This design comes from an exercise in tuning for small area, a short achievable clock period and few clock cycles per item on the open sky130 flow, not from production work.
Where RTL was checked, it was by simulation tests only, not by an equivalence proof against the original.

==> flow/design.v (excerpt) <==
module ysyx_041461_MUL(
    input  wire   [0:0]  clk             ,
    input  wire   [0:0]  rst             ,
    input  wire   [0:0]  MUL_valid_in    ,
    input  wire   [1:0]  MUL_signed      ,
    input  wire   [63:0] MUL_multiplicand,
    input  wire   [63:0] MUL_multiplier  ,
    output wire   [0:0]  MUL_valid_out   ,
    output wire   [63:0] MUL_result_hi   ,
    output wire   [63:0] MUL_result_lo
);
For scale: ~2200 cells after synthesis, about 0.024 sq mm of cells after synthesis.
clock: 8.0 ns
lec_check: 0
cap_margin: 20
cell_pad_in_sites_detail_placement: 1
cell_pad_in_sites_global_placement: 2
core_margin: 2
core_utilization: 30
cts_cluster_diameter: 100
cts_cluster_size: 25
setup_slack_margin: 5
slew_margin: 20
synth_hierarchical: 1
run.sh (not shown) runs the stock make flow with config.mk's settings and CLKGATE_MAP_FILE= SYNTH_SCRIPT=/design/flow/synth_recipe.tcl, a recipe that flattens the netlist after the stock synthesis.
Then changed:
ABC_AREA = 1   (was unset)
Final cell count rises by 8.0%.
Maximum frequency rises by 0.50%.
Cell area goes up by 1.8%.
Non-clock buffer count came out higher by 6.
Via count came out higher by 4.9%.
Count of clock-buffer cells in the layout rose by 2.
Setup slack improved by 0.015 ns.
Core utilization is higher by 0.19 points.
Function was not checked in any run of this note: the RTL went through the layout flow alone.

---

Setup of run 1:
ysyx_041461_MUL, a different RTL version from the one above (not shown whole).
Size: ~2200 cells after synthesis, about 260 I/O pins, ~24000 µm² of cells after synthesis.
clock: 8.0 ns
lec_check: 0
cap_margin: 20
cell_pad_in_sites_detail_placement: 1
cell_pad_in_sites_global_placement: 2
core_margin: 2
core_utilization: 30
cts_cluster_diameter: 100
cts_cluster_size: 30
setup_slack_margin: 5
slew_margin: 20
synth_hierarchical: 1
[inputs] run 2 vs run 1
- CTS_CLUSTER_DIAMETER no longer set, was 100
- CTS_CLUSTER_SIZE no longer set, was 30
Notes after the runs:
- The first element of the critical path comes out sel_two2[3] in one run and sel_one0[2] in the other, namely in run 2 and run 1 respectively.
- Across run 1 and run 2, the outcome is the same: a clean finish for every run.
- Comparing run 1 and run 2, the higher via count is on run 2.
- Comparing run 1 and run 2, the higher routed wire length was measured on run 2.
- Share of the final layout cell area in multi-input gates: lower on run 2
- Wire length on met3 was lower in the run labelled run 1.
No functional check of the RTL was part of any run of this note.

---

ysyx_041461_MUL, a different RTL version from the one above (not shown whole).
export LEC_CHECK = 0
export ABC_CLOCK_PERIOD_IN_PS = 2000
export CAP_MARGIN = 20
export CELL_PAD_IN_SITES_DETAIL_PLACEMENT = 1
export CELL_PAD_IN_SITES_GLOBAL_PLACEMENT = 2
export CORE_MARGIN = 2
export CORE_UTILIZATION = 30
export CTS_CLUSTER_DIAMETER = 100
export CTS_CLUSTER_SIZE = 25
export SETUP_SLACK_MARGIN = 5
export SLEW_MARGIN = 20
export SYNTH_HIERARCHICAL = 1
create_clock -name core_clock -period 8.0 [get_ports {clk}]
Testbench counts at the start, summed over its fixed seeds: cycles 26,400, items 2,400.
Edit:
--- a/flow/config.mk
+++ b/flow/config.mk
@@ -7,3 +7,3 @@
 export LEC_CHECK = 0
-export ABC_CLOCK_PERIOD_IN_PS = 2000
+export ABC_AREA = 1
 export CAP_MARGIN = 20
Result: Hold slack improved by 0.0039 ns; via count increases by 6.2%; routed wire length grows by 3.0%; setup slack gets worse by 0.028 ns; area after synthesis is higher by 0.70%; cell area climbs by 2.0%; clock skew came out higher by 0.0045 ns; global-route usage is higher by 0.29 points; core utilization grows by 0.25 points.
Edit:
--- a/flow/config.mk
+++ b/flow/config.mk
@@ -7,3 +7,2 @@
 export LEC_CHECK = 0
-export ABC_AREA = 1
 export CAP_MARGIN = 20
@@ -15,2 +14,3 @@
 export CTS_CLUSTER_SIZE = 25
+export PLACE_DENSITY = 0.75
 export SETUP_SLACK_MARGIN = 5
The new run passed the timing, design-rule and antenna checks.
Hold slack improves by 0.0037 ns.
Final cell count goes down by 9.1%.
Sequential share of layout area goes up by 0.64 points.
Core utilization goes down by 0.37 points.
Routed wire length goes down by 8.9%.
Edit:
--- a/flow/config.mk
+++ b/flow/config.mk
@@ -12,5 +12,4 @@
 export CORE_UTILIZATION = 30
-export CTS_CLUSTER_DIAMETER = 100
-export CTS_CLUSTER_SIZE = 25
-export PLACE_DENSITY = 0.75
+export CTS_CLUSTER_DIAMETER = 80
+export CTS_CLUSTER_SIZE = 20
 export SETUP_SLACK_MARGIN = 5
Result:
- hold slack degrades by 0.011 ns
- final cell count rises by 0.67%
- maximum frequency rises by 3.1%
- utilization rises by 0.49 points
- setup slack improves by 0.092 ns
- register-to-register slack improves by 0.09 ns
- sequential share of layout area falls by 0.36 points
- via count falls by 0.87%
- area after synthesis does not change
- routed wire length rises by 7.0%
Edit:
--- a/flow/config.mk
+++ b/flow/config.mk
@@ -12,4 +12,4 @@
 export CORE_UTILIZATION = 30
-export CTS_CLUSTER_DIAMETER = 80
-export CTS_CLUSTER_SIZE = 20
+export CTS_CLUSTER_DIAMETER = 100
+export CTS_CLUSTER_SIZE = 25
 export SETUP_SLACK_MARGIN = 5
=> Utilization decreases by 0.36 points; final cell count went down slightly; wire length is lower slightly; synthesized area is unchanged; global-route usage stays flat; worst hold slack improved by 0.0035 ns; cell area came out lower slightly; worst setup slack loses 0.012 ns.
